From an optimization exercise on the open Yosys and OpenROAD flow, aimed at small area, a short achievable clock period and few clock cycles; shortcuts taken in it are not production practice.
Where RTL was checked, it was by simulation tests only, not by an equivalence proof against the original.
The RTL of runs 1, 6 and 7 was laid out without a check of its function.
Power and IR drop assume default switching activity.

==> flow/design.v (outline; a module is shown in full before it is edited, if it fits) <==
// module qdec_Arith_decoder: 145 lines
// module qdec_lps_tab: 1419 lines
// module qdec_nxt_lps_tab: 294 lines
module qdec_Arith_decoder (
    input  logic        clk,
    input  logic        rst_n,
    input  logic        arithInit,  
    input  logic        dec_run,    
    input  logic        EPMode,     
    input  logic [6:0]  ctxState,   
    output logic        dec_rdy,    
    output logic        ruiBin,
    output logic        ruiBin_vld,
    output logic [6:0]  ctxStateUpdate,
    input  logic [7:0]  bitstreamFetch,
    input  logic        bitstreamFetch_vld,
    output logic        bitstreamFetch_rdy
);
  // ...
==> flow/run.sh <==
#!/bin/bash
# synth_recipe.tcl (not shown) runs the flow's synth.tcl, then flattens the netlist and writes it again
# the make line also repeats each setting of config.mk as NAME=value (left out here)
make -C /OpenROAD-flow-scripts/flow DESIGN_CONFIG=/design/flow/config.mk WORK_HOME=/design/flow/orfs CLKGATE_MAP_FILE= SYNTH_SCRIPT=/design/flow/synth_recipe.tcl finish
==> flow/config.mk <==
export PLATFORM = sky130hd
export DESIGN_NAME = qdec_Arith_decoder
export DESIGN_NICKNAME = qdec_Arith_decoder
export VERILOG_FILES = /design/flow/design.v
export SDC_FILE = /design/flow/constraint.sdc
export NUM_CORES = 4
export LEC_CHECK = 0
export ABC_AREA = 1
export CAP_MARGIN = 20
export CORE_MARGIN = 2
export CORE_UTILIZATION = 40
export SETUP_SLACK_MARGIN = 3
export SLEW_MARGIN = 20
==> flow/constraint.sdc <==
create_clock -name core_clock -period 8.0 [get_ports {clk}]
set_input_delay 1.6000 -clock core_clock [delete_from_list [all_inputs] [get_ports {clk}]]
set_output_delay 1.6000 -clock core_clock [all_outputs]
set_load 0.01 [all_outputs]
==> notes.md, run 1 <==
status: timing/DRC/antenna clean
Critical Path Sink: ctxStateUpdate[3]
wirelength, routed: 25900 um
Crit path top cell by count: nor3_1
most frequent cells after synthesis: nand2_1, nand3_1, inv_1
final setup margin: 3.11 ns
final std cells w/o fill: 1553
Slew headroom: 0.427
Clock Power: 0.390 mW
power consumption: 2.42 mW
nets: 1360
Die Y: 145 um
Final Util: 0.460
Worst Setup End Kind: output port
Hold Startpoint: numByte[1]$_SDFF_PN0_
drt pass-1 iters: 5
first-pass GRT wire length: 41400 um
Site Rows: 51
fraction of area in registers: 0.205
Non-clk bufs: 63
GRT overflow: 0
final cycle utilization of the critical path: 0.611
n_taps: 265
CTS HTree Levels: 3
gr usage total: 0.251
CTS Buffer Depth: 2
largest net degree at the start of global routing: 40
synthesized net count: 1346
Startpoint Class: flop
ys flop type: edfxtp_1
Max IR drop VDD: 0.000143 V
met3 wirelength from detailed routing: 2080 um
==> module qdec_Arith_decoder, before the edit <==
module qdec_Arith_decoder (
    input  logic        clk,
    input  logic        rst_n,
    input  logic        arithInit,  
    input  logic        dec_run,    
    input  logic        EPMode,     
    input  logic [6:0]  ctxState,   
    output logic        dec_rdy,    
    output logic        ruiBin,
    output logic        ruiBin_vld,
    output logic [6:0]  ctxStateUpdate,
    input  logic [7:0]  bitstreamFetch,
    input  logic        bitstreamFetch_vld,
    output logic        bitstreamFetch_rdy
);
localparam logic [1:0] S_IDLE  = 2'd0;  
localparam logic [1:0] S_INIT0 = 2'd1;  
localparam logic [1:0] S_INIT1 = 2'd2;  
localparam logic [1:0] S_READY = 2'd3;  
logic [1:0]  state;
logic [15:0] uiDist;
logic [7:0]  uiRange;
logic [2:0]  bitsNeeded;  
logic        binVld;      
logic        binEp;
logic        binBorrow;   
logic [7:0]  binLps;
logic [2:0]  binLpsBits;  
logic        binRenorm;   
logic [6:0]  resState;    
logic [1:0]  numByte;
logic [7:0]  byteMem0, byteMem1;
logic        rdPtr;
logic [7:0]  byte0;         
logic        fetch;
logic        popInit;       
logic        popBin;        
logic        haveByte;      
assign bitstreamFetch_rdy = (numByte != 2'd2);
assign fetch = bitstreamFetch_vld & bitstreamFetch_rdy;
assign byte0 = rdPtr ? byteMem1 : byteMem0;
always_ff @(posedge clk)
    if(!rst_n) begin
        numByte <= 2'd0;
        rdPtr   <= 1'b0;
    end
    else begin
        numByte <= numByte - {1'b0, popBin | popInit} + {1'b0, fetch};
        rdPtr   <= rdPtr ^ popBin ^ popInit;
    end
always_ff @(posedge clk)
    if(fetch) begin
        if(rdPtr ^ numByte[0]) byteMem1 <= bitstreamFetch;
        else byteMem0 <= bitstreamFetch;
    end
logic [23:0] distX;
logic [8:0]  rangeMps;   
logic [9:0]  subHi;      
logic [9:0]  diffHi;
logic [23:0] distSel;
logic [8:0]  rangeSel;
logic [2:0]  shiftBy;
logic [23:0] distNext;
logic [8:0]  rangeNext;
logic [3:0]  bitsSum;
logic [15:0] curDist;    
logic [7:0]  curRange;
logic [2:0]  curBits;
assign distX     = {uiDist, 8'hFF} & ~({16'h0, byte0} << bitsNeeded);
assign rangeMps  = {1'b1, uiRange} - {1'b0, binLps};
assign subHi     = binEp ? {2'b01, uiRange} : {1'b0, binLps, 1'b0};
assign diffHi    = distX[23:14] - subHi;
assign distSel   = binBorrow ? distX : {diffHi, distX[13:0]};
assign rangeSel  = binBorrow ? {1'b0, binLps} : rangeMps;
assign shiftBy   = binEp ? 3'd1 : binBorrow ? binLpsBits : {2'b00, binRenorm};
assign distNext  = distSel << shiftBy;
assign rangeNext = rangeSel << shiftBy;
assign bitsSum   = {1'b0, bitsNeeded} + {1'b0, shiftBy};
assign popBin    = binVld & (binEp ? (bitsNeeded == 3'd7) :
                            binBorrow ? ({1'b0, bitsNeeded} + {1'b0, binLpsBits} >= 4'd8) :
                            (binRenorm & (bitsNeeded == 3'd7)));
assign curDist   = binVld ? distNext[23:8] : uiDist;
assign curRange  = (binVld & !binEp) ? rangeNext[7:0] : uiRange;
assign curBits   = binVld ? bitsSum[2:0] : bitsNeeded;
logic accept;
assign haveByte = (numByte != 2'd0) & !(numByte == 2'd1 & popBin);
assign dec_rdy  = (state == S_READY) & haveByte;
assign accept   = dec_run & dec_rdy;
logic [7:0]  uiLPS;
logic [2:0]  lpsBits;
logic [9:0]  epHi;
logic        borrow;
qdec_lps_tab u_lps(.i({ctxState[6:1], curRange[7:6]}), .lps(uiLPS));
assign lpsBits = uiLPS[7] ? 3'd1 : uiLPS[6] ? 3'd2 : uiLPS[5] ? 3'd3 :
                 uiLPS[4] ? 3'd4 : uiLPS[3] ? 3'd5 : 3'd6;
assign epHi   = {curDist[15:7], curDist[6] & !((curBits == 3'd7) & byte0[7])};
assign borrow = EPMode ? (epHi < {2'b01, curRange}) : (curDist[15:7] < {1'b0, uiLPS});
always_comb begin
    popInit = 1'b0;
    if(state == S_INIT0 || state == S_INIT1) popInit = (numByte != 2'd0);
end
always_ff @(posedge clk)
    if(!rst_n) state <= S_IDLE;
    else if(arithInit) state <= S_INIT0;
    else if(state == S_INIT0) begin
        if(popInit) state <= S_INIT1;
    end
    else if(state == S_INIT1) begin
        if(popInit) state <= S_READY;
    end
always_ff @(posedge clk)
    if(state == S_INIT0) begin
        if(popInit) uiDist[15:8] <= 8'hFE - byte0;
    end
    else if(state == S_INIT1) begin
        uiRange    <= 8'd254;  
        bitsNeeded <= 3'd0;
        if(popInit) uiDist[7:0] <= ~byte0;
    end
    else begin
        uiDist     <= curDist;
        uiRange    <= curRange;
        bitsNeeded <= curBits;
    end
always_ff @(posedge clk)
    if(!rst_n) binVld <= 1'b0;
    else binVld <= accept;
always_ff @(posedge clk) begin
    binEp     <= EPMode;
    binBorrow <= borrow;
    binLps    <= uiLPS;
    binLpsBits <= lpsBits;
    binRenorm <= (uiLPS > curRange);
    resState  <= {ctxState[6:1], ctxState[0] & !EPMode};
end
logic [6:0] nxtMps;  
logic [6:0] nxtLps;  
logic [5:0] nxtLpsIdx;
assign nxtMps = {(resState[6:1] >= 6'd62) ? resState[6:1] : resState[6:1] + 6'd1, resState[0]};
qdec_nxt_lps_tab u_nxt_lps(.i(resState[6:1]), .nl(nxtLpsIdx));
assign nxtLps = {nxtLpsIdx, resState[0] ^ (resState[6:1] == 6'd0)};
assign ruiBin_vld     = binVld;
assign ruiBin         = resState[0] ^ binBorrow;
assign ctxStateUpdate = binBorrow ? nxtLps : nxtMps;
endmodule
==> run 2, diff against run 1 <==
--- a/flow/design.v
+++ b/flow/design.v
@@ -33,4 +33,5 @@
 logic        rdPtr;
 logic [7:0]  byte0;         
+logic [7:0]  byteNext;      
 logic        fetch;
 logic        popInit;       
@@ -40,4 +41,5 @@
 assign fetch = bitstreamFetch_vld & bitstreamFetch_rdy;
 assign byte0 = rdPtr ? byteMem1 : byteMem0;
+assign byteNext = (rdPtr ^ popBin) ? byteMem1 : byteMem0;
 always_ff @(posedge clk)
     if(!rst_n) begin
@@ -67,5 +69,9 @@
 logic [7:0]  curRange;
 logic [2:0]  curBits;
-assign distX     = {uiDist, 8'hFF} & ~({16'h0, byte0} << bitsNeeded);
+logic [14:0] fillBits;
+logic [15:0] curDistF;   
+logic [7:0]  nextBits;
+assign nextBits  = byte0 << bitsNeeded;
+assign distX     = {uiDist, ~nextBits};
 assign rangeMps  = {1'b1, uiRange} - {1'b0, binLps};
 assign subHi     = binEp ? {2'b01, uiRange} : {1'b0, binLps, 1'b0};
@@ -83,4 +89,6 @@
 assign curRange  = (binVld & !binEp) ? rangeNext[7:0] : uiRange;
 assign curBits   = binVld ? bitsSum[2:0] : bitsNeeded;
+assign fillBits  = {7'h0, byteNext} << curBits;
+assign curDistF  = curDist & ~{9'h0, fillBits[14:8]};
 logic accept;
 assign haveByte = (numByte != 2'd0) & !(numByte == 2'd1 & popBin);
@@ -94,5 +102,5 @@
 assign lpsBits = uiLPS[7] ? 3'd1 : uiLPS[6] ? 3'd2 : uiLPS[5] ? 3'd3 :
                  uiLPS[4] ? 3'd4 : uiLPS[3] ? 3'd5 : 3'd6;
-assign epHi   = {curDist[15:7], curDist[6] & !((curBits == 3'd7) & byte0[7])};
+assign epHi   = curDistF[15:6];
 assign borrow = EPMode ? (epHi < {2'b01, curRange}) : (curDist[15:7] < {1'b0, uiLPS});
 always_comb begin
@@ -119,5 +127,5 @@
     end
     else begin
-        uiDist     <= curDist;
+        uiDist     <= haveByte ? curDistF : curDist;
         uiRange    <= curRange;
         bitsNeeded <= curBits;
--- a/flow/config.mk
+++ b/flow/config.mk
@@ -10,4 +10,4 @@
 export CORE_MARGIN = 2
 export CORE_UTILIZATION = 40
-export SETUP_SLACK_MARGIN = 3
+export SETUP_SLACK_MARGIN = 4
 export SLEW_MARGIN = 20
==> run 2 against run 1 <==
Effect of this change:
- combinational power up 32%
- critical endpoint is now binRenorm$_DFF_P_
- still clean on timing, DRC and antenna
- largest cell class unchanged
- highest routed layer unchanged
- utilization up 4.8 points
- power grew 23%
- final cell count rose by 6.3%
- routed wire length rose by 13%
- area after synthesis rose by 3.5%
==> notes.md, run 2 <==
DP HPWL: 19700 um (was 19600 um)
Slew headroom: 0.393 (was 0.427)
initial antenna violation count: 0 (unchanged)
FF-to-FF setup slack: 3.79 ns (was 3.37 ns)
Int Pwr: 1.46 mW (was 1.21 mW)
CTS clk-pin slew, worst paths: 0.07 ns (was 0.06 ns)
reg2reg path depth: 22 (was 31)
CTS tree: yes (unchanged)
Leak Pwr: 4.72 nW (was 4.22 nW)
commonest cells after routing, fill and taps aside: nand2_1, inv_1, nand3_1 (was nand2_1, nand3_1, inv_1)
Fin Setup TNS: 0 ns (unchanged)
core area: 20200 um^2 (was 19500 um^2)
DIE AREA: 21700 um^2 (was 21000 um^2)
Post-Place Cells: 1571 (was 1515)
Hold Startpoint: numByte[1]$_SDFF_PN0_ (unchanged)
reg2reg start: binVld$_SDFF_PN0_ (was binBorrow$_DFF_P_)
Die Y: 147 um (was 145 um)
Crit path required time: 8.27 ns (was 6.40 ns)
die width: 147 um (was 145 um)
most frequent cells after synthesis: nand2_1, inv_1, nand3_1 (was nand2_1, nand3_1, inv_1)
CTS HTree Levels: 3 (unchanged)
Placer Congestion: 1.01 (was 0.953)
CTS root buf: clkbuf_16 (unchanged)
ys flop type: edfxtp_1 (unchanged)
wire per inst: 17.7 um (was 16.7 um)
Syn Inst Count: 1321 (was 1269)
share of power burned in registers: 0.208 (was 0.229)
Logic pwr share: 0.660 (was 0.610)
total CTS buffers: 9 (unchanged)
PwrDens: 289 nW/um^2 (was 271 nW/um^2)
max reg flops: 16 (unchanged)
n_diodes: 0 (unchanged)
vias per inst: 5.72 (was 5.49)
Clock power frac: 0.132 (was 0.161)
Hold WC Path Type: reg -> reg (unchanged)
unrepaired setup endpoints after global routing: yes (was no)
final setup vio count: 0 (unchanged)
CTS Buffer Depth: 2 (unchanged)
fmax: 0.237 GHz (was 0.205 GHz)
status: timing/DRC/antenna clean (unchanged)
Worst Setup End Kind: flop (was output port)
CTS Sinks: 70 (unchanged)
largest net degree at the start of global routing: 39 (was 40)
Critical-path top delay cell: nand2_1 (was clkdlybuf4s50_1)
Hold EP: numByte[1]$_SDFF_PN0_ (unchanged)
Max IR drop VDD: 0.000132 V (was 0.000143 V)
sequential element share of the synthesized area: 0.223 (was 0.231)
Worst Path Buf+Inv: 5 (was 2)
final std cells w/o fill: 1651 (was 1553)
Clock Skew: 0.0103 ns (was 0.0125 ns)
Skew-Pair Late Insertion Delay: 0.35 ns (was 0.34 ns)
Largest Register: uiDist (unchanged)
first-pass GRT wire length: 45900 um (was 41400 um)
largest area contributor in the netlist: nand2_1 (unchanged)
critical path depth: 22 (was 10)
cell area after synthesis: 8210 um^2 (was 7940 um^2)
switching share of power: 0.508 (was 0.500)
Critical Path Fanout Max: 33 (was 10)
count leader, synth: nand2_1 (unchanged)
Worst Hold Path Cells: 2 (unchanged)
Final min period: 4.21 ns (was 4.89 ns)
Seq cells post-synth: 70 (unchanged)
Hold Buf Count CTS: 0 (unchanged)
I/O Pins: 32 (unchanged)
Slew Limit Fails: 0 (unchanged)
Startpoint Class: flop (unchanged)
worst-path cell chain: buf_4, inv_2, nor2_2, inv_1, nand2_1, nand2_8, buf_6, o211ai_1, nand3_2, nand3_1, nand2_1, nand2_1, nand2_1, nand2_2, nand2_4, buf_4, ha_4, nand2_2, o21ai_1, a21oi_1, nand3b_1, a31oi_1 (was clkinv_1, or2_2, a221oi_1, nor2_1, nor3_1, nand3_1, nand2_1, nor3_1, o21ai_0, clkdlybuf4s50_1)
Yosys top cell area share: 0.162 (was 0.166)
Post-synth EDFFs: 43 (unchanged)
max-cap violation count: 0 (unchanged)
vias in the first global route: 8842 (was 7872)
most common cell after layout, fill and taps aside: nand2_1 (unchanged)
CP Class: reg -> reg (was reg -> out)
Yosys cell types: 58 (was 59)
gr usage total: 0.262 (was 0.251)
synthesized net count: 1402 (was 1346)
top post-synthesis cells by area: nand2_1, edfxtp_1, ha_1 (unchanged)
IO Port Bufs: 31 (unchanged)
share of layout cells above drive strength 1: 0.181 (was 0.0970)
Post-DRT Antenna Nets: 0 (unchanged)
nets: 1457 (was 1360)
worst slew pin tran: 0.910 ns (was 0.858 ns)
Syn Area/Cell: 6.22 um^2 (was 6.25 um^2)
Fin. Hold Viols: 0 (unchanged)
drt initial violations: 1103 (was 820)
Crit Reg-Reg Endpoint: binRenorm$_DFF_P_ (unchanged)
drt drc: 0 (unchanged)
Crit path top cell by count: nand2_1 (was nor3_1)
Largest stage delay, worst path: 0.41 ns (was 0.58 ns)
fraction of registers with async set/reset: 0 (unchanged)
Psw: 1.51 mW (was 1.21 mW)
final cycle utilization of the critical path: 0.527 (was 0.611)
Arr. time, crit path: 4.48 ns (was 3.29 ns)
Synth Warn #: 1 (unchanged)
Initial Utilization: 0.407 (was 0.408)
wirelength, routed: 29200 um (was 25900 um)
Largest delay share family, worst path: simple AND/OR/NAND/NOR gates (unchanged)
GRT overflow: 0 (unchanged)
Site Rows: 52 (was 51)
via count: 9440 (was 8530)
area delta synth->final: 24.8% (was 12.8%)
drt pass-1 iters: 11 (was 5)
[run 2: power by group through the flow]
stage          Combinational (mW)  Clock, mW  Sequential [mW]
6_report                     1.96      0.390            0.618
3_3_place_gp                 1.61          0            0.617
4_1_cts                      1.80      0.394            0.610
2_1_floorplan                1.25          0            0.570
5_1_grt                      2.18      0.411            0.628
3_5_place_dp                 1.62          0            0.617
[run 2: layer usage]
layer / vias to the layer above / routed length (um) / track usage
met5: - / 0 / 0
met4: 0 / 1240 / 0.109
met3: 122 / 2470 / 0.0543
met2: 500 / 12800 / 0.403
met1: 4275 / 12800 / 0.357
li1: 4543 / - / -
[run 2: worst min-delay path, delay by kind of cell, from the launching register on]
family                 cells  cell delay [ns]
buffers and inverters      1             0.09
flip-flops                 1             0.33
AO/OA/AOI/OAI              1             0.06
[run 2: area by class of cell]
type	count	area [um^2]
clock buffers	9	225
multi-input cells	1035	6150
well taps	270	338
repair inverters	2	12.5
repair buffers	95	953
clock inverters	7	63.8
inverters	163	658
fillers	1990	9920
flip-flops and latches	70	1850
[run 2: cell families after synthesis]
group | Yosys count | synth area share
xor+xnor | 14 | 0.0149
buf+inv | 220 | 0.110
mux | 3 | 0.00366
compound gates | 292 | 0.206
fa+ha+maj | 60 | 0.0942
flops | 70 | 0.223
simple gates | 662 | 0.349
[run 2: worst max-delay path by stage]
stage,slack [ns],start,to
after floorplan,4.12,ctxState[1],binRenorm$_DFF_P_
after global placement,2.50,binBorrow$_DFF_P_,binRenorm$_DFF_P_
after detailed placement,2.58,binBorrow$_DFF_P_,binRenorm$_DFF_P_
after CTS,3.84,ctxState[3],binRenorm$_DFF_P_
after global routing,3.54,uiRange[0]$_SDFFCE_PP0N_,binRenorm$_DFF_P_
final,3.79,binVld$_SDFF_PN0_,binRenorm$_DFF_P_
[run 2: stage by stage]
step	util	power [mW]	hold slack, ns	setup slack (ns)	area (um^2)
after global placement	0.427	2.23	0.484	2.50	8610
after global routing	0.508	3.22	0.552	3.54	10200
after CTS	0.483	2.81	0.520	3.84	9740
after floorplan	-	1.82	0.461	4.12	8210
after detailed placement	0.427	2.23	0.491	2.58	8610
final	0.508	2.97	0.520	3.79	10200
[run 2: repair_timing]
| item | CTS | global route |
|---|---|---|
| resized for setup | 115 | 101 |
| cloned | 8 | 1 |
| buffers inserted | 41 | 14 |
| setup endpoints to repair | 27 | 8 |
| pin swaps | 31 | 55 |
Testbench counts of run 2, summed over its fixed seeds: cycles 32,099.
==> run 3, diff against run 2 <==
--- a/flow/config.mk
+++ b/flow/config.mk
@@ -10,4 +10,4 @@
 export CORE_MARGIN = 2
 export CORE_UTILIZATION = 40
-export SETUP_SLACK_MARGIN = 4
+export SETUP_SLACK_MARGIN = 3.5
 export SLEW_MARGIN = 20
==> run 3 against run 2 <==
Effect of this change:
- still clean on timing, DRC and antenna
- cell area shrank 5.8%
- flip-flop and latch count unchanged
- global-route usage fell by 1.8 points
- die area unchanged
- routed wire length down 5.8%
- count of clock-buffer cells in the layout unchanged
- sequential share of layout area up 0.98 points
- critical path type is now in -> reg
- largest cell class unchanged
- largest power group unchanged
- highest routed layer unchanged
==> notes.md, run 3 <==
Post-Synth XOR/XNOR Area: 0.0149 (unchanged)
reg2reg start: uiRange[0]$_SDFFCE_PP0N_ (was binVld$_SDFF_PN0_)
drt initial violations: 1038 (was 1103)
final cycle utilization of the critical path: 0.546 (was 0.527)
Hold Buf Count CTS: 0 (unchanged)
Site Rows: 52 (unchanged)
most frequent cells after synthesis: nand2_1, inv_1, nand3_1 (unchanged)
Crit Reg-Reg Endpoint: binRenorm$_DFF_P_ (unchanged)
status: timing/DRC/antenna clean (unchanged)
Yosys top cell area share: 0.162 (unchanged)
gr usage total: 0.244 (was 0.262)
CTS HTree Levels: 3 (unchanged)
cell area after synthesis: 8210 um^2 (unchanged)
complex-gate fraction of the synthesized area: 0.206 (unchanged)
core area: 20200 um^2 (unchanged)
Largest Register: uiDist (unchanged)
share of layout cells above drive strength 1: 0.126 (was 0.181)
DP HPWL: 19700 um (unchanged)
Leak Pwr: 4.49 nW (was 4.72 nW)
CP Class: in -> reg (was reg -> reg)
final setup vio count: 0 (unchanged)
post-route design area: 9660 um^2 (was 10200 um^2)
Post-synth EDFFs: 43 (unchanged)
fmax: 0.229 GHz (was 0.237 GHz)
vias per inst: 5.66 (was 5.72)
Worst Hold Path Cells: 2 (unchanged)
Most Crowded Layer GR: met2 (unchanged)
final std cells w/o fill: 1631 (was 1651)
commonest cells after routing, fill and taps aside: nand2_1, inv_1, nand3_1 (unchanged)
n_diodes: 0 (unchanged)
Hold Startpoint: numByte[1]$_SDFF_PN0_ (unchanged)
power consumption: 2.83 mW (was 2.97 mW)
count leader, synth: nand2_1 (unchanged)
Yosys cell types: 58 (unchanged)
reg2reg path depth: 34 (was 22)
Slew headroom: 0.377 (was 0.393)
I/O Pins: 32 (unchanged)
max reg flops: 16 (unchanged)
Initial Utilization: 0.407 (unchanged)
Syn Inst Count: 1321 (unchanged)
Post-DRT Antenna Nets: 0 (unchanged)
Post-Place Cells: 1571 (unchanged)
IO Port Bufs: 31 (unchanged)
Max IR drop VDD: 0.000132 V (about the same)
CTS root buf: clkbuf_16 (unchanged)
ys flop type: edfxtp_1 (unchanged)
CTS Buffer Depth: 2 (unchanged)
wire per inst: 16.9 um (was 17.7 um)
largest family of logic cells by synthesized area: simple AND/OR/NAND/NOR gates (unchanged)
mux cell area share after synthesis: 0.00366 (unchanged)
die width: 147 um (unchanged)
final setup margin: 3.63 ns (was 3.79 ns)
nets: 1437 (was 1457)
CTS clk-pin slew, worst paths: 0.07 ns (about the same)
Skew-Pair Late Insertion Delay: 0.34 ns (was 0.35 ns)
sequential element share of the synthesized area: 0.223 (unchanged)
synthesized net count: 1402 (unchanged)
drt drc: 0 (unchanged)
Hold WC Path Type: reg -> reg (unchanged)
max-cap violation count: 0 (unchanged)
total CTS buffers: 9 (unchanged)
Final Util: 0.479 (was 0.508)
adder-cell share of the synthesized area: 0.0942 (unchanged)
Critical Path Fanout Max: 30 (was 33)
M1 GR Usage: 0.339 (was 0.357)
Clock Skew: 0.00941 ns (was 0.0103 ns)
met3 GRT Util: 0.0509 (was 0.0543)
Placer Congestion: 1.01 (unchanged)
CTS Sinks: 70 (unchanged)
Crit path required time: 8.27 ns (about the same)
most common cell after layout, fill and taps aside: nand2_1 (unchanged)
Fin. Hold Viols: 0 (unchanged)
top post-synthesis cells by area: nand2_1, edfxtp_1, ha_1 (unchanged)
CTS tree: yes (unchanged)
Final min period: 4.37 ns (was 4.21 ns)
largest area contributor in the netlist: nand2_1 (unchanged)
area delta synth->final: 17.6% (was 24.8%)
initial antenna violation count: 0 (unchanged)
wirelength, routed: 27500 um (was 29200 um)
Fin Setup TNS: 0 ns (unchanged)
worst slew pin tran: 0.934 ns (was 0.910 ns)
via count: 9232 (was 9440)
fill count: 2075 (was 1990)
Post-DP Area: 8610 um^2 (unchanged)
Worst Setup End Kind: flop (unchanged)
PwrDens: 293 nW/um^2 (was 289 nW/um^2)
DP Worst Slack: 2.58 ns (unchanged)
Syn Area/Cell: 6.22 um^2 (unchanged)
Slew Limit Fails: 0 (unchanged)
first-pass GRT wire length: 42700 um (was 45900 um)
Hold EP: numByte[1]$_SDFF_PN0_ (unchanged)
Synth Warn #: 1 (unchanged)
drt pass-1 iters: 6 (was 11)
Seq cells post-synth: 70 (unchanged)
DIE AREA: 21700 um^2 (unchanged)
FF-to-FF setup slack: 3.74 ns (was 3.79 ns)
largest net degree at the start of global routing: 38 (was 39)
vias in the first global route: 8259 (was 8842)
Startpoint Class: input pin (was flop)
GRT overflow: 0 (unchanged)
Arr. time, crit path: 4.64 ns (was 4.48 ns)
Die Y: 147 um (unchanged)
fraction of registers with async set/reset: 0 (unchanged)
final hold slack: 0.520 ns (about the same)
Simple-Gate Fraction of Synth Area: 0.349 (unchanged)
unrepaired setup endpoints after global routing: yes (unchanged)
met2 GRT Util: 0.378 (was 0.403)
## run 3: cell types whose count changed in the layout (fill, tap and decap cells not counted), sizes merged
cell / previous run / this run
buf: 63 / 46
clkdlybuf4s50: 20 / 30
dlygate4sd2: 4 / 0
dlymetal6s2s: 4 / 0
bufbuf: 2 / 0
clkinvlp: 8 / 6
clkbuf: 10 / 9
clkdlybuf4s15: 1 / 0
inv: 159 / 160
## run 3: critical path, stage by stage
cell and delay (ns):
clkdlybuf4s50_1 0.50, buf_8 0.25, clkinv_4 0.19, o21ai_0 0.34
o21ai_0 0.21, nand2_1 0.13, a21oi_1 0.08, o31ai_1 0.23
nand2_1 0.10, nand2_2 0.11, inv_1 0.07, ha_4 0.28
a21oi_2 0.04, o21ai_1 0.12, a21oi_1 0.07, nand3b_1 0.14
a31oi_1 0.16
## run 3: cells by family after synthesis
logic type,after synthesis
XOR/XNOR,14
AND/OR/NAND/NOR,662
AO/OA/AOI/OAI,292
adder cells (fa/ha/maj),60
buffers and inverters,220
flip-flops,70
multiplexers,3
## run 3: power breakdown
part | total [mW] | internal [mW] | switching, mW
Combinational | 1.82 | 0.653 | 1.17
Clock | 0.390 | 0.217 | 0.173
Sequential | 0.618 | 0.518 | 0.101
Total | 2.83 | 1.39 | 1.44
## run 3: worst max-delay path by stage
| stage | startpoint | endpoint | cells after the start |
|---|---|---|---|
| floorplan | ctxState[1] | binRenorm$_DFF_P_ | 17 |
| global placement | binBorrow$_DFF_P_ | binRenorm$_DFF_P_ | 27 |
| detailed placement | binBorrow$_DFF_P_ | binRenorm$_DFF_P_ | 27 |
| CTS | ctxState[3] | binRenorm$_DFF_P_ | 17 |
| global route | uiRange[0]$_SDFFCE_PP0N_ | binRenorm$_DFF_P_ | 34 |
| finish | ctxState[2] | binRenorm$_DFF_P_ | 17 |
## run 3: area by class of cell
class / instances / area [um^2] / share of cell area
multi-input cells: 1035 / 5850 / 0.606
flip-flops and latches: 70 / 1840 / 0.190
clock buffers: 9 / 225 / 0.0233
well taps: 270 / 338 / 0.0350
repair inverters: 1 / 5.00 / 0.000518
inverters: 163 / 649 / 0.0673
repair buffers: 76 / 687 / 0.0711
clock inverters: 7 / 63.8 / 0.00661
## run 3: per-layer routing
metal / wire length, um / vias up / part of all wire
li1: - / 4520 / -
met1: 12400 / 4165 / 0.45
met2: 11900 / 457 / 0.43
met3: 2260 / 90 / 0.082
met4: 979 / 0 / 0.036
met5: 0 / - / 0
## run 3: what timing repair did
item	CTS	global route
pin swaps	3	31
gates cloned	1	4
setup buffers	10	29
endpoints found under the setup margin	10	7
resized for setup	26	82
==> run 4, diff against run 3 <==
--- a/flow/config.mk
+++ b/flow/config.mk
@@ -10,4 +10,4 @@
 export CORE_MARGIN = 2
 export CORE_UTILIZATION = 40
-export SETUP_SLACK_MARGIN = 3.5
+export SETUP_SLACK_MARGIN = 3
 export SLEW_MARGIN = 20
==> run 4 against run 3 <==
Effect of this change:
- power decreased by 4.6%
- critical endpoint is now binBorrow$_DFF_P_
- clock power is essentially flat
- final cell count decreased by 1.4%
- critical path depth rose by 5
- utilization fell by 2.5 points
==> notes.md, run 4 <==
status: timing/DRC/antenna clean (unchanged)
first-pass GRT wire length: 42600 um (was 42700 um)
core area: 20200 um^2 (unchanged)
Most Crowded Layer GR: met2 (unchanged)
commonest cells after routing, fill and taps aside: nand2_1, inv_1, nand3_1 (unchanged)
initial antenna violation count: 0 (unchanged)
Slew headroom: 0.384 (was 0.377)
power consumption: 2.70 mW (was 2.83 mW)
gr usage total: 0.243 (was 0.244)
Initial Utilization: 0.407 (unchanged)
largest area contributor in the netlist: nand2_1 (unchanged)
Largest Register: uiDist (unchanged)
fill count: 2103 (was 2075)
share of layout cells above drive strength 1: 0.0755 (was 0.126)
CTS clk-pin slew, worst paths: 0.07 ns (about the same)
met3 GRT Util: 0.0484 (was 0.0509)
CTS Buffer Depth: 2 (unchanged)
Yosys top cell area share: 0.162 (unchanged)
M1 GR Usage: 0.339 (about the same)
PwrDens: 294 nW/um^2 (was 293 nW/um^2)
GRT overflow: 0 (unchanged)
unrepaired setup endpoints after global routing: no (was yes)
Synth Warn #: 1 (unchanged)
CTS tree: yes (unchanged)
worst slew pin tran: 0.921 ns (was 0.934 ns)
Fin. Hold Viols: 0 (unchanged)
drt pass-1 iters: 6 (unchanged)
post-route design area: 9160 um^2 (was 9660 um^2)
ys flop type: edfxtp_1 (unchanged)
via count: 9060 (was 9232)
synthesized net count: 1402 (unchanged)
count leader, synth: nand2_1 (unchanged)
Critical Path Fanout Max: 37 (was 30)
Die Y: 147 um (unchanged)
n_diodes: 0 (unchanged)
CP Class: in -> reg (unchanged)
Hold WC Path Type: reg -> reg (unchanged)
Startpoint Class: input pin (unchanged)
Worst Setup End Kind: flop (unchanged)
CTS HTree Levels: 3 (unchanged)
met2 GRT Util: 0.373 (was 0.378)
Fin Setup TNS: 0 ns (unchanged)
I/O Pins: 32 (unchanged)
Slew Limit Fails: 0 (unchanged)
Post-synth EDFFs: 43 (unchanged)
vias in the first global route: 8243 (was 8259)
Max IR drop VDD: 0.000129 V (was 0.000132 V)
vias per inst: 5.63 (was 5.66)
Final min period: 4.66 ns (was 4.37 ns)
total CTS buffers: 9 (unchanged)
final std cells w/o fill: 1608 (was 1631)
Placer Congestion: 1.01 (unchanged)
drt initial violations: 1025 (was 1038)
wire per inst: 16.4 um (was 16.9 um)
final hold slack: 0.506 ns (was 0.520 ns)
Skew-Pair Late Insertion Delay: 0.34 ns (about the same)
nets: 1414 (was 1437)
Post-DP Area: 8610 um^2 (unchanged)
top post-synthesis cells by area: nand2_1, edfxtp_1, ha_1 (unchanged)
DP HPWL: 19700 um (unchanged)
Arr. time, crit path: 4.95 ns (was 4.64 ns)
die width: 147 um (unchanged)
Clock Skew: 0.0111 ns (was 0.00941 ns)
CTS Sinks: 70 (unchanged)
DIE AREA: 21700 um^2 (unchanged)
most common cell after layout, fill and taps aside: nand2_1 (unchanged)
cell area after synthesis: 8210 um^2 (unchanged)
most frequent cells after synthesis: nand2_1, inv_1, nand3_1 (unchanged)
area delta synth->final: 11.6% (was 17.6%)
IO Port Bufs: 31 (unchanged)
Post-DRT Antenna Nets: 0 (unchanged)
CTS root buf: clkbuf_16 (unchanged)
Syn Area/Cell: 6.22 um^2 (unchanged)
Post-Place Cells: 1571 (unchanged)
fraction of registers with async set/reset: 0 (unchanged)
wirelength, routed: 26400 um (was 27500 um)
final cycle utilization of the critical path: 0.582 (was 0.546)
Syn Inst Count: 1321 (unchanged)
sequential element share of the synthesized area: 0.223 (unchanged)
final setup vio count: 0 (unchanged)
max reg flops: 16 (unchanged)
Site Rows: 52 (unchanged)
drt drc: 0 (unchanged)
Seq cells post-synth: 70 (unchanged)
largest net degree at the start of global routing: 38 (unchanged)
Crit path required time: 8.29 ns (was 8.27 ns)
Leak Pwr: 4.31 nW (was 4.49 nW)
fmax: 0.215 GHz (was 0.229 GHz)
Yosys cell types: 58 (unchanged)
max-cap violation count: 0 (unchanged)
-- run 4: cell types whose count changed in the layout (fill, tap and decap cells not counted), moves of 5 or more --
| cell | before | now |
|---|---|---|
| nand3_2 | 13 | 4 |
| nand2_4 | 12 | 4 |
| nand2_1 | 339 | 352 |
| buf_4 | 39 | 24 |
| ha_1 | 52 | 57 |
| o21ai_0 | 123 | 129 |
| nand2_2 | 13 | 8 |
| nand3_1 | 124 | 135 |
-- run 4: repair_timing --
action                     in CTS  in global routing
gates resized for setup         6                 20
pin swaps                       1                  4
hold buffers                    0                  0
setup endpoints to repair       2                  2
buffers inserted                1                 19
hold endpoints to repair        0                  0
cloned                          1                  0
-- run 4: metal layers --
| layer | up-vias | part of all wire |
|---|---|---|
| li1 | 4476 | - |
| met1 | 4056 | 0.46 |
| met2 | 461 | 0.43 |
| met3 | 67 | 0.086 |
| met4 | 0 | 0.028 |
| met5 | - | 0 |
-- run 4: metrics by stage --
step / setup slack, ns / util
floorplan: 4.12 / -
global placement: 2.50 / 0.427
detailed placement: 2.58 / 0.427
CTS: 3.05 / 0.443
global route: 2.99 / 0.454
finish: 3.34 / 0.454
-- run 4: where the power goes --
part           leakage (nW)  internal, mW  switching, mW
clock network         0.136         0.217          0.172
logic                  3.52         0.587           1.11
registers             0.648         0.517         0.0974
total                  4.31          1.32           1.38
-- run 4: cell families (layout without fill, tap and decap cells) --
| kind of cell | after synthesis | after routing | share of synthesized area |
|---|---|---|---|
| simple gates | 662 | 663 | 0.349 |
| compound gates | 292 | 292 | 0.206 |
| buf+inv | 220 | 236 | 0.110 |
| flops | 70 | 70 | 0.223 |
| fa+ha+maj | 60 | 60 | 0.0942 |
| xor+xnor | 14 | 14 | 0.0149 |
| mux | 3 | 3 | 0.00366 |
-- run 4: layout make-up --
class	instances	area (um^2)	share of cell area
multi-input cells	1032	5550	0.606
flip-flops and latches	70	1830	0.200
inverters	163	633	0.0691
repair buffers	57	515	0.0563
well taps	270	338	0.0369
clock buffers	9	225	0.0246
clock inverters	7	63.8	0.00697
-- run 4: final timing paths --
path	from	end	slack, ns	cells after the start
worst max register to register	uiRange[0]$_SDFFCE_PP0N_	binRenorm$_DFF_P_	3.41	32
worst max-delay path	ctxState[3]	binBorrow$_DFF_P_	3.34	22
worst min register to register	numByte[1]$_SDFF_PN0_	numByte[1]$_SDFF_PN0_	0.51	2
worst min-delay path	numByte[1]$_SDFF_PN0_	numByte[1]$_SDFF_PN0_	0.51	2
-- run 4: worst max-delay path, cell delays in order --
cell	delay, ns
clkdlybuf4s50_1	0.39
buf_4	0.26
inv_1	0.59
nand2_1	0.23
nor2_4	0.17
nand2_1	0.09
o21bai_1	0.17
nand2_1	0.07
nand2_1	0.06
nand3_1	0.06
nand2_1	0.09
nand2_1	0.04
nand2_1	0.08
nand2_1	0.07
ha_1	0.31
a21oi_1	0.14
nor2_1	0.05
a211oi_1	0.16
nor2_1	0.07
nor2_1	0.08
nand3_1	0.08
nand2_1	0.05
==> run 5, diff against run 4 <==
--- a/flow/config.mk
+++ b/flow/config.mk
@@ -9,5 +9,5 @@
 export CAP_MARGIN = 20
 export CORE_MARGIN = 2
-export CORE_UTILIZATION = 40
+export CORE_UTILIZATION = 50
 export SETUP_SLACK_MARGIN = 3
 export SLEW_MARGIN = 20
==> run 5 against run 4 <==
Effect of this change:
- largest cell class unchanged
- synthesized cell count unchanged
- critical endpoint is now binRenorm$_DFF_P_
- utilization increased by 11 points
- routed wire length decreased by 3.8%
- combinational power about the same
==> notes.md, run 5 <==
cell area after synthesis: 8210 um^2 (unchanged)
synthesized net count: 1402 (unchanged)
wire per inst: 16.4 um (about the same)
most common cell after layout, fill and taps aside: nand2_1 (unchanged)
drt initial violations: 1040 (was 1025)
CTS clk-pin slew, worst paths: 0.06 ns (was 0.07 ns)
GRT overflow: 0 (unchanged)
Fin Setup TNS: 0 ns (unchanged)
Seq cells post-synth: 70 (unchanged)
total CTS buffers: 9 (unchanged)
CP Class: reg -> reg (was in -> reg)
drt drc: 0 (unchanged)
CTS root buf: clkbuf_16 (unchanged)
Initial Utilization: 0.515 (was 0.407)
max-cap violation count: 0 (unchanged)
final cycle utilization of the critical path: 0.584 (was 0.582)
CTS HTree Levels: 3 (unchanged)
count leader, synth: nand2_1 (unchanged)
Post-DRT Antenna Nets: 0 (unchanged)
Yosys top cell area share: 0.162 (unchanged)
gr usage total: 0.285 (was 0.243)
Critical Path Fanout Max: 13 (was 37)
wirelength, routed: 25400 um (was 26400 um)
CTS tree: yes (unchanged)
first-pass GRT wire length: 40700 um (was 42600 um)
max reg flops: 16 (unchanged)
Placer Congestion: 1.07 (was 1.01)
nets: 1403 (was 1414)
DIE AREA: 17500 um^2 (was 21700 um^2)
CTS Buffer Depth: 2 (unchanged)
fmax: 0.214 GHz (was 0.215 GHz)
commonest cells after routing, fill and taps aside: nand2_1, inv_1, nand3_1 (unchanged)
largest net degree at the start of global routing: 38 (unchanged)
via count: 8932 (was 9060)
Slew headroom: 0.436 (was 0.384)
Die Y: 132 um (was 147 um)
ys flop type: edfxtp_1 (unchanged)
PwrDens: 298 nW/um^2 (was 294 nW/um^2)
unrepaired setup endpoints after global routing: no (unchanged)
most frequent cells after synthesis: nand2_1, inv_1, nand3_1 (unchanged)
initial antenna violation count: 0 (unchanged)
CTS Sinks: 70 (unchanged)
largest area contributor in the netlist: nand2_1 (unchanged)
Largest Register: uiDist (unchanged)
Site Rows: 46 (was 52)
die width: 132 um (was 147 um)
Crit path required time: 8.22 ns (was 8.29 ns)
Syn Area/Cell: 6.22 um^2 (unchanged)
vias per inst: 5.79 (was 5.63)
Clock Skew: 0.00901 ns (was 0.0111 ns)
Hold Buf Count CTS: 0 (unchanged)
Worst Setup End Kind: flop (unchanged)
IO Port Bufs: 31 (unchanged)
Crit path top cell by count: nand2_1 (unchanged)
Final Util: 0.565 (was 0.454)
share of layout cells above drive strength 1: 0.0671 (was 0.0755)
Post-synth EDFFs: 43 (unchanged)
vias in the first global route: 7890 (was 8243)
worst slew pin tran: 0.845 ns (was 0.921 ns)
Largest stage delay, worst path: 0.41 ns (was 0.59 ns)
area delta synth->final: 9.69% (was 11.6%)
sequential element share of the synthesized area: 0.223 (unchanged)
Hold WC Path Type: reg -> reg (unchanged)
final setup vio count: 0 (unchanged)
fraction of registers with async set/reset: 0 (unchanged)
Leak Pwr: 4.25 nW (was 4.31 nW)
drt pass-1 iters: 6 (unchanged)
Largest delay share family, worst path: compound AO/OA/AOI/OAI gates (was simple AND/OR/NAND/NOR gates)
Startpoint Class: flop (was input pin)
Arr. time, crit path: 4.89 ns (was 4.95 ns)
Yosys cell types: 58 (unchanged)
Fin. Hold Viols: 0 (unchanged)
Syn Inst Count: 1321 (unchanged)
Final min period: 4.67 ns (was 4.66 ns)
I/O Pins: 32 (unchanged)
core area: 15900 um^2 (was 20200 um^2)
n_diodes: 0 (unchanged)
top post-synthesis cells by area: nand2_1, edfxtp_1, ha_1 (unchanged)
Max IR drop VDD: 0.000147 V (was 0.000129 V)
DP HPWL: 19400 um (was 19700 um)
Critical-path top delay cell: fa_1 (was inv_1)
Skew-Pair Late Insertion Delay: 0.34 ns (about the same)
status: timing/DRC/antenna clean (unchanged)
Synth Warn #: 1 (unchanged)
fill count: 1633 (was 2103)
Worst Path Buf+Inv: 4 (was 3)
Slew Limit Fails: 0 (unchanged)
==> run 5: cell counts after synthesis <==
Identical to the previous run, type by type.
==> run 5: repair_timing <==
item | 4_1_cts | 5_1_grt
resized for setup | 2 | 21
gates cloned | 0 | 2
buffers inserted | 0 | 7
setup endpoints to repair | 2 | 2
hold endpoints to repair | 0 | 0
pin swaps | 0 | 3
==> run 5: logic make-up after synthesis <==
kind of cell             after synthesis  synth area share
AO/OA/AOI/OAI                        292             0.206
XOR/XNOR                              14            0.0149
adder cells (fa/ha/maj)               60            0.0942
buffers and inverters                220             0.110
flip-flops                            70             0.223
multiplexers                           3           0.00366
AND/OR/NAND/NOR                      662             0.349
==> run 5: stage by stage <==
step / instance area, um^2 / hold slack [ns] / setup slack (ns) / total power [mW] / std cells
CTS: 8870 / 0.517 / 3.01 / 2.64 / 1534
global placement: 8550 / 0.501 / 2.68 / 2.21 / 1518
floorplan: 8210 / 0.461 / 4.12 / 1.82 / 1321
finish: 9010 / 0.524 / 3.33 / 2.68 / 1543
detailed placement: 8550 / 0.503 / 2.66 / 2.21 / 1518
global route: 9010 / 0.557 / 2.96 / 2.94 / 1543
==> run 5: worst register-to-register path: cells and delay by family (launching register included) <==
| kind | cells | cell delay [ns] |
|---|---|---|
| buf+inv | 4 | 0.29 |
| flops | 1 | 0.38 |
| simple gates | 12 | 1.49 |
| compound gates | 10 | 1.56 |
| fa+ha+maj | 3 | 0.83 |
==> run 5: final cells by class <==
cell class,count,area (um^2),share of cell area
Multi-Input combinational cell,1032,5540,0.615
Clock buffer,9,225,0.0250
Sequential cell,70,1830,0.204
Inverter,163,628,0.0697
Tap cell,216,270,0.0300
Clock inverter,7,80.1,0.00889
Timing Repair Buffer,45,422,0.0468
Timing Repair inverter,1,5.00,0.000556
==> run 5: where the power goes <==
part	leakage (nW)	internal (mW)	total [mW]	switching (mW)
clock network	0.149	0.246	0.414	0.168
registers	0.648	0.517	0.605	0.0880
logic	3.45	0.576	1.67	1.09
total	4.25	1.34	2.68	1.35
==> run 5: final timing paths <==
kind	start	end	slack, ns	depth (start not counted)
max	uiRange[0]$_SDFFCE_PP0N_	binRenorm$_DFF_P_	3.33	29
min	numByte[1]$_SDFF_PN0_	numByte[1]$_SDFF_PN0_	0.52	2
max reg2reg	uiRange[0]$_SDFFCE_PP0N_	binRenorm$_DFF_P_	3.33	29
min reg2reg	numByte[1]$_SDFF_PN0_	numByte[1]$_SDFF_PN0_	0.52	2
==> run 5: routing by layer <==
layer,vias to the layer above,GRT usage,share of wire
met3,83,0.0477,0.089
met5,-,0,0
met2,456,0.441,0.43
met1,3941,0.408,0.45
met4,0,0.0845,0.030
li1,4452,-,-
==> run 6, diff against run 5 <==
--- a/flow/design.v
+++ b/flow/design.v
@@ -29,7 +29,6 @@
 logic        binRenorm;   
 logic [6:0]  resState;    
-logic [1:0]  numByte;
-logic [7:0]  byteMem0, byteMem1;
-logic        rdPtr;
+logic [7:0]  byteBuf;
+logic        byteVld;
 logic [7:0]  byte0;         
 logic [7:0]  byteNext;      
@@ -37,23 +36,17 @@
 logic        popInit;       
 logic        popBin;        
+logic        keepByte;      
 logic        haveByte;      
-assign bitstreamFetch_rdy = (numByte != 2'd2);
-assign fetch = bitstreamFetch_vld & bitstreamFetch_rdy;
-assign byte0 = rdPtr ? byteMem1 : byteMem0;
-assign byteNext = (rdPtr ^ popBin) ? byteMem1 : byteMem0;
+assign keepByte = byteVld & !popBin & !popInit;
+assign bitstreamFetch_rdy = !keepByte;
+assign fetch    = bitstreamFetch_vld & bitstreamFetch_rdy;
+assign byte0    = byteBuf;
+assign byteNext = keepByte ? byteBuf : bitstreamFetch;
+assign haveByte = keepByte | bitstreamFetch_vld;
 always_ff @(posedge clk)
-    if(!rst_n) begin
-        numByte <= 2'd0;
-        rdPtr   <= 1'b0;
-    end
-    else begin
-        numByte <= numByte - {1'b0, popBin | popInit} + {1'b0, fetch};
-        rdPtr   <= rdPtr ^ popBin ^ popInit;
-    end
+    if(!rst_n) byteVld <= 1'b0;
+    else byteVld <= haveByte;
 always_ff @(posedge clk)
-    if(fetch) begin
-        if(rdPtr ^ numByte[0]) byteMem1 <= bitstreamFetch;
-        else byteMem0 <= bitstreamFetch;
-    end
+    if(fetch) byteBuf <= bitstreamFetch;
 logic [23:0] distX;
 logic [8:0]  rangeMps;   
@@ -92,5 +85,4 @@
 assign curDistF  = curDist & ~{9'h0, fillBits[14:8]};
 logic accept;
-assign haveByte = (numByte != 2'd0) & !(numByte == 2'd1 & popBin);
 assign dec_rdy  = (state == S_READY) & haveByte;
 assign accept   = dec_run & dec_rdy;
@@ -106,5 +98,5 @@
 always_comb begin
     popInit = 1'b0;
-    if(state == S_INIT0 || state == S_INIT1) popInit = (numByte != 2'd0);
+    if(state == S_INIT0 || state == S_INIT1) popInit = byteVld;
 end
 always_ff @(posedge clk)
==> run 6 against run 5 <==
Effect of this change:
- die area shrank 5.7%
- count of clock-buffer cells in the layout stayed put
- still clean
- sequential power decreased by 28%
- first-iteration DRC count up 30%
- clock skew increased by 0.0012 ns
- combinational power shrank 37%
- sequential share of layout area shrank 2.4 points
==> notes.md, run 6 <==
status: timing/DRC/antenna clean (unchanged)
Die Y: 128 um (was 132 um)
commonest cells after routing, fill and taps aside: nand2_1, nand3_1, inv_1 (was nand2_1, inv_1, nand3_1)
drt pass-1 iters: 6 (unchanged)
max-cap violation count: 0 (unchanged)
Placer Congestion: 0.970 (was 1.07)
PwrDens: 213 nW/um^2 (was 298 nW/um^2)
Worst Hold Path Cells: 2 (unchanged)
largest area contributor in the netlist: nand2_1 (unchanged)
share of layout cells above drive strength 1: 0.0991 (was 0.0671)
area delta synth->final: 12.0% (was 9.69%)
core area: 15100 um^2 (was 15900 um^2)
DIE AREA: 16500 um^2 (was 17500 um^2)
Critical-path top delay cell: clkinvlp_4 (was fa_1)
Syn Inst Count: 1260 (was 1321)
worst-path cell chain: clkdlybuf4s50_1, buf_4, clkinvlp_4, a31oi_1, nand2_1, o2111ai_1, nand3_1, nand3_1, nand2_2, ha_1, a21oi_1, o21ai_1, a21oi_1, nand3b_1, a31oi_1
GRT overflow: 0 (unchanged)
Yosys top cell area share: 0.154 (was 0.162)
Skew-Pair Late Insertion Delay: 0.34 ns (about the same)
Hold Buf Count CTS: 0 (unchanged)
drt drc: 0 (unchanged)
CTS Sinks: 60 (was 70)
CTS tree: yes (unchanged)
I/O Pins: 32 (unchanged)
die width: 128 um (was 132 um)
CP Class: in -> reg (was reg -> reg)
Hold WC Path Type: reg -> reg (unchanged)
Syn Area/Cell: 6.14 um^2 (was 6.22 um^2)
Post-DRT Antenna Nets: 0 (unchanged)
Seq cells post-synth: 60 (was 70)
Largest Register: uiDist (unchanged)
ys flop type: edfxtp_1 (unchanged)
DP HPWL: 20000 um (was 19400 um)
cell area after synthesis: 7730 um^2 (was 8210 um^2)
Fin. Hold Viols: 0 (unchanged)
Final min period: 4.76 ns (was 4.67 ns)
CTS HTree Levels: 3 (unchanged)
first-pass GRT wire length: 41900 um (was 40700 um)
gr usage total: 0.323 (was 0.285)
unrepaired setup endpoints after global routing: yes (was no)
synthesized net count: 1343 (was 1402)
max reg flops: 16 (unchanged)
largest net degree at the start of global routing: 39 (was 38)
sequential element share of the synthesized area: 0.201 (was 0.223)
most frequent cells after synthesis: nand2_1, inv_1, nand3_1 (unchanged)
reg2reg path depth: 30 (was 29)
final cycle utilization of the critical path: 0.595 (was 0.584)
Initial Utilization: 0.511 (was 0.515)
CTS root buf: clkbuf_16 (unchanged)
wire per inst: 18.1 um (was 16.4 um)
Crit path required time: 8.22 ns (about the same)
Post-Place Cells: 1431 (was 1518)
count leader, synth: nand2_1 (unchanged)
worst slew pin tran: 1.01 ns (was 0.845 ns)
Startpoint Class: input pin (was flop)
most common cell after layout, fill and taps aside: nand2_1 (unchanged)
fmax: 0.210 GHz (was 0.214 GHz)
fraction of registers with async set/reset: 0 (unchanged)
via count: 8904 (was 8932)
Yosys cell types: 59 (was 58)
initial antenna violation count: 0 (unchanged)
Leak Pwr: 4.12 nW (was 4.25 nW)
Arr. time, crit path: 4.98 ns (was 4.89 ns)
IO Port Bufs: 31 (unchanged)
final setup vio count: 0 (unchanged)
Worst Setup End Kind: flop (unchanged)
total CTS buffers: 9 (unchanged)
Post-synth EDFFs: 35 (was 43)
Largest stage delay, worst path: 0.57 ns (was 0.41 ns)
CTS clk-pin slew, worst paths: 0.05 ns (was 0.06 ns)
vias in the first global route: 7815 (was 7890)
n_diodes: 0 (unchanged)
Fin Setup TNS: 0 ns (unchanged)
vias per inst: 6.06 (was 5.79)
Critical Path Fanout Max: 36 (was 13)
Slew headroom: 0.318 (was 0.436)
nets: 1359 (was 1403)
final std cells w/o fill: 1469 (was 1543)
Site Rows: 45 (was 46)
wirelength, routed: 26500 um (was 25400 um)
top post-synthesis cells by area: nand2_1, edfxtp_1, ha_1 (unchanged)
Synth Warn #: 1 (unchanged)
CTS Buffer Depth: 2 (unchanged)
drt initial violations: 1349 (was 1040)
Max IR drop VDD: 0.000113 V (was 0.000147 V)
Clock Skew: 0.0102 ns (was 0.00901 ns)
Slew Limit Fails: 0 (unchanged)
==> run 6: path summary, 6_finish.rpt <==
check	start	slack, ns	endpoint
worst max-delay path	ctxState[3]	3.24	binRenorm$_DFF_P_
worst min-delay path	state[1]$_SDFFE_PP0P_	0.60	state[1]$_SDFFE_PP0P_
worst max register to register	uiRange[0]$_SDFFCE_PP0N_	3.25	binRenorm$_DFF_P_
worst min register to register	state[1]$_SDFFE_PP0P_	0.60	state[1]$_SDFFE_PP0P_
==> run 6: metrics by stage <==
| stage | power (mW) | hold slack, ns | instance area [um^2] | setup slack [ns] | utilization |
|---|---|---|---|---|---|
| floorplan | 1.15 | 0.526 | 7730 | 3.70 | - |
| detailed placement | 1.40 | 0.583 | 8080 | 2.47 | 0.534 |
| global route | 1.99 | 0.635 | 8660 | 2.88 | 0.572 |
| finish | 1.84 | 0.597 | 8660 | 3.24 | 0.572 |
| CTS | 1.76 | 0.599 | 8390 | 3.01 | 0.554 |
| global placement | 1.40 | 0.579 | 8080 | 2.38 | 0.534 |
==> run 6: logic make-up after synthesis <==
logic type	count (synthesis)	synth area share
multiplexers	4	0.00518
buffers and inverters	208	0.107
AND/OR/NAND/NOR	636	0.366
AO/OA/AOI/OAI	280	0.206
flip-flops	60	0.201
XOR/XNOR	10	0.0113
adder cells (fa/ha/maj)	62	0.103
==> run 6: what timing repair did <==
action	in CTS	in global routing
setup endpoints to repair	2	3
setup buffers	1	20
gates resized for setup	7	37
gates cloned	1	0
pin swaps	1	5
==> run 6: metal layers <==
metal | wire (um) | GRT usage | up-vias
li1 | - | - | 4287
met1 | 11700 | 0.480 | 3985
met2 | 11200 | 0.480 | 548
met3 | 2710 | 0.0474 | 84
met4 | 869 | 0.108 | 0
met5 | 0 | 0 | -
==> run 6: report_power, final <==
group | internal (mW) | switching, mW
clock | 0.207 | 0.150
combinational | 0.374 | 0.676
sequential | 0.386 | 0.0491
total | 0.967 | 0.875
==> run 6: final cells by class <==
| cell class | instances | area, um^2 |
|---|---|---|
| clock buffer | 9 | 225 |
| inverter | 152 | 596 |
| fill | 1487 | 6480 |
| multi-input combinational | 993 | 5470 |
| clock inverter | 7 | 43.8 |
| timing repair buffer | 60 | 536 |
| sequential | 60 | 1550 |
| tap | 188 | 235 |
==> run 6: worst max-delay path: cells and delay by family <==
kind,cells,cell delay (ns)
simple gates,5,0.56
fa+ha+maj,1,0.31
compound gates,6,1.08
buf+inv,3,1.40
==> run 7, diff against run 6 <==
--- a/flow/config.mk
+++ b/flow/config.mk
@@ -10,4 +10,5 @@
 export CORE_MARGIN = 2
 export CORE_UTILIZATION = 50
-export SETUP_SLACK_MARGIN = 3
+export CTS_BUF_LIST = sky130_fd_sc_hd__clkbuf_4 sky130_fd_sc_hd__clkbuf_8
+export SETUP_SLACK_MARGIN = 3.5
 export SLEW_MARGIN = 20
==> run 7 against run 6 <==
Effect of this change:
- critical path type unchanged
- still clean on timing, DRC and antenna
- clock power fell by 31%
- largest power group unchanged
- maximum frequency is 4.6% higher
- count of clock-buffer cells in the layout unchanged
- combinational power up 7%
==> notes.md, run 7 <==
CTS Buffer Depth: 2 (unchanged)
Slew headroom: 0.281 (was 0.318)
n_diodes: 0 (unchanged)
Site Rows: 45 (unchanged)
vias per inst: 6.09 (was 6.06)
Largest Register: uiDist (unchanged)
Post-synth EDFFs: 35 (unchanged)
CTS clk-pin slew, worst paths: 0.07 ns (was 0.05 ns)
Leak Pwr: 4.20 nW (was 4.12 nW)
area occupied by registers: 1560 um^2 (was 1550 um^2)
sequential element share of the synthesized area: 0.201 (unchanged)
worst slew pin tran: 1.08 ns (was 1.01 ns)
nets: 1378 (was 1359)
Seq cells post-synth: 60 (unchanged)
Die Y: 128 um (unchanged)
Syn Inst Count: 1260 (unchanged)
Post-DRT Antenna Nets: 0 (unchanged)
ys flop type: edfxtp_1 (unchanged)
Initial Utilization: 0.511 (unchanged)
final cycle utilization of the critical path: 0.569 (was 0.595)
CTS tree: yes (unchanged)
drt pass-1 iters: 7 (was 6)
fraction of registers with async set/reset: 0 (unchanged)
CTS root buf: clkbuf_8 (was clkbuf_16)
Skew-Pair Late Insertion Delay: 0.37 ns (was 0.34 ns)
GRT overflow: 0 (unchanged)
final std cells w/o fill: 1488 (was 1469)
max reg flops: 16 (unchanged)
power consumption: 1.80 mW (was 1.84 mW)
CTS HTree Levels: 3 (unchanged)
DIE AREA: 16500 um^2 (unchanged)
largest area contributor in the netlist: nand2_1 (unchanged)
core area: 15100 um^2 (unchanged)
Final min period: 4.55 ns (was 4.76 ns)
commonest cells after routing, fill and taps aside: nand2_1, nand3_1, inv_1 (unchanged)
drt initial violations: 1325 (was 1349)
Post-Place Cells: 1431 (unchanged)
IO Port Bufs: 31 (unchanged)
wire per inst: 18.5 um (was 18.1 um)
drt drc: 0 (unchanged)
gr usage total: 0.330 (was 0.323)
via count: 9069 (was 8904)
max-cap violation count: 0 (unchanged)
Max IR drop VDD: 0.000107 V (was 0.000113 V)
share of layout cells above drive strength 1: 0.146 (was 0.0991)
fmax: 0.220 GHz (was 0.210 GHz)
largest net degree at the start of global routing: 39 (unchanged)
Synth Warn #: 1 (unchanged)
status: timing/DRC/antenna clean (unchanged)
Hold Buf Count CTS: 0 (unchanged)
Fin Setup TNS: 0 ns (unchanged)
die width: 128 um (unchanged)
I/O Pins: 32 (unchanged)
initial antenna violation count: 0 (unchanged)
Yosys cell types: 59 (unchanged)
Startpoint Class: input pin (unchanged)
CP Class: in -> reg (unchanged)
CTS Sinks: 60 (unchanged)
Arr. time, crit path: 4.86 ns (was 4.98 ns)
unrepaired setup endpoints after global routing: yes (unchanged)
fill count: 1470 (was 1487)
Hold WC Path Type: reg -> reg (unchanged)
Syn Area/Cell: 6.14 um^2 (unchanged)
count leader, synth: nand2_1 (unchanged)
area delta synth->final: 15.7% (was 12.0%)
Slew Limit Fails: 0 (unchanged)
Worst Setup End Kind: flop (unchanged)
Clock Skew: 0.0186 ns (was 0.0102 ns)
Critical Path Fanout Max: 23 (was 36)
most frequent cells after synthesis: nand2_1, inv_1, nand3_1 (unchanged)
final setup vio count: 0 (unchanged)
total CTS buffers: 9 (unchanged)
wirelength, routed: 27500 um (was 26500 um)
top post-synthesis cells by area: nand2_1, edfxtp_1, ha_1 (unchanged)
Fin. Hold Viols: 0 (unchanged)
vias in the first global route: 8059 (was 7815)
synthesized net count: 1343 (unchanged)
DP HPWL: 20000 um (unchanged)
Crit path required time: 8.31 ns (was 8.22 ns)
multi-input logic area: 5700 um^2 (was 5470 um^2)
first-pass GRT wire length: 42700 um (was 41900 um)
most common cell after layout, fill and taps aside: nand2_1 (unchanged)
cell area after synthesis: 7730 um^2 (unchanged)
Placer Congestion: 0.970 (unchanged)
Yosys top cell area share: 0.154 (unchanged)
PwrDens: 201 nW/um^2 (was 213 nW/um^2)
[run 7: cell counts after synthesis]
Identical to the previous run, type by type.
[run 7: cell families after synthesis]
kind of cell / Yosys count / share of synthesized area
xor gates and xnor gates: 10 / 0.0113
adders and majority gates: 62 / 0.103
DFF: 60 / 0.201
buffers and inverters: 208 / 0.107
AOI/OAI and AO/OA: 280 / 0.206
and+or+nand+nor: 636 / 0.366
muxes: 4 / 0.00518
[run 7: stage by stage]
| step | hold WS, ns | utilization | area, um^2 | worst slack, ns |
|---|---|---|---|---|
| floorplan | 0.526 | - | 7730 | 3.70 |
| global placement | 0.579 | 0.534 | 8080 | 2.38 |
| detailed placement | 0.583 | 0.534 | 8080 | 2.47 |
| CTS | 0.601 | 0.565 | 8560 | 3.49 |
| global route | 0.638 | 0.591 | 8950 | 3.21 |
| finish | 0.600 | 0.591 | 8950 | 3.45 |
[run 7: power by group]
group | total, mW | leakage [nW] | internal (mW) | switching (mW)
clock network | 0.248 | 0.0747 | 0.110 | 0.139
logic | 1.12 | 3.56 | 0.403 | 0.717
registers | 0.431 | 0.561 | 0.385 | 0.0461
total | 1.80 | 4.20 | 0.898 | 0.902
[run 7: final timing paths]
check                            from                     to  slack [ns]  depth (start not counted)
max reg2reg  uiRange[0]$_SDFFCE_PP0N_      binRenorm$_DFF_P_        3.49                         31
min             state[1]$_SDFFE_PP0P_  state[1]$_SDFFE_PP0P_        0.60                          2
min reg2reg     state[1]$_SDFFE_PP0P_  state[1]$_SDFFE_PP0P_        0.60                          2
max                       ctxState[4]      binBorrow$_DFF_P_        3.45                         16
[run 7: worst max-delay path: stages]
cell and delay [ns]:
dlygate4sd2_1 0.90, clkinvlp_4 0.64, a31oi_1 0.34, a21oi_1 0.11, nand2_1 0.10, nand3_1 0.11, nand2_2 0.13, inv_2 0.04
ha_1 0.33, nand2_1 0.09, nor2_1 0.05, a211oi_2 0.14, nor2_1 0.06, nor2_1 0.10, nand2_1 0.06, nand2_1 0.05
[run 7: per-layer routing]
| metal | global-route usage | vias to the layer above | part of all wire |
|---|---|---|---|
| met5 | 0 | - | 0 |
| met4 | 0.124 | 0 | 0.041 |
| met3 | 0.0495 | 95 | 0.10 |
| met2 | 0.491 | 598 | 0.42 |
| met1 | 0.483 | 4048 | 0.44 |
| li1 | - | 4328 | - |
[run 7: repair_timing]
| item | CTS | global route |
|---|---|---|
| gates resized for setup | 49 | 65 |
| hold endpoints to repair | 0 | 0 |
| setup buffers | 18 | 20 |
| pin swaps | 13 | 42 |
| setup endpoints to repair | 9 | 8 |
| cloned | 2 | 1 |
[run 7: layout make-up]
class / count / share of cell area
clock buffers: 9 / 0.0138
repair buffers: 77 / 0.0748
flip-flops and latches: 60 / 0.174
multi-input cells: 994 / 0.637
repair inverters: 1 / 0.000559
inverters: 152 / 0.0689
clock inverters: 7 / 0.00489
well taps: 188 / 0.0263

-- port drivers added, routing unchanged --
How much do the figures lean on ideal ports? The routed layouts below were timed once more, with nothing changed but the port constraints. Step 1 assumes that a clkbuf_16 drives the clock port and a buf_2 every other input. Step 2 adds t to the input delays and takes it off the output delays; t is the mean of the earliest and latest rising clock arrival at the registers after step 1. Input paths then give back, and output paths get back, about the clock's delay inside the block. a / b / c = ideal ports / drivers / drivers and shift; a / b = the first two.
run	shift t [ns]	setup WS [ns]	worst setup path after step 2	clock arrival spread, ns	worst register clock-pin slew, ns
run 1	0.373	3.114 / 3.077 / 2.881	input to register	0.012 / 0.012	0.07 / 0.07
run 2	0.388	3.788 / 3.788 / 3.498	input to register	0.010 / 0.010	0.07 / 0.07
run 3	0.383	3.633 / 3.617 / 3.272	input to register	0.009 / 0.010	0.07 / 0.07
run 4	0.381	3.342 / 3.364 / 2.983	input to register	0.011 / 0.012	0.07 / 0.07
run 5	0.378	3.332 / 3.332 / 2.998	input to register	0.009 / 0.010	0.06 / 0.06
run 6	0.382	3.238 / 3.207 / 2.878	input to register	0.011 / 0.011	0.06 / 0.06
run 7	0.397	3.448 / 3.470 / 3.073	input to register	0.019 / 0.019	0.08 / 0.08
After both steps setup and hold are still met in every run listed. For run 7, which loses most, drivers alone change the setup slack by +0.022 ns; drivers and shift together by -0.375 ns.
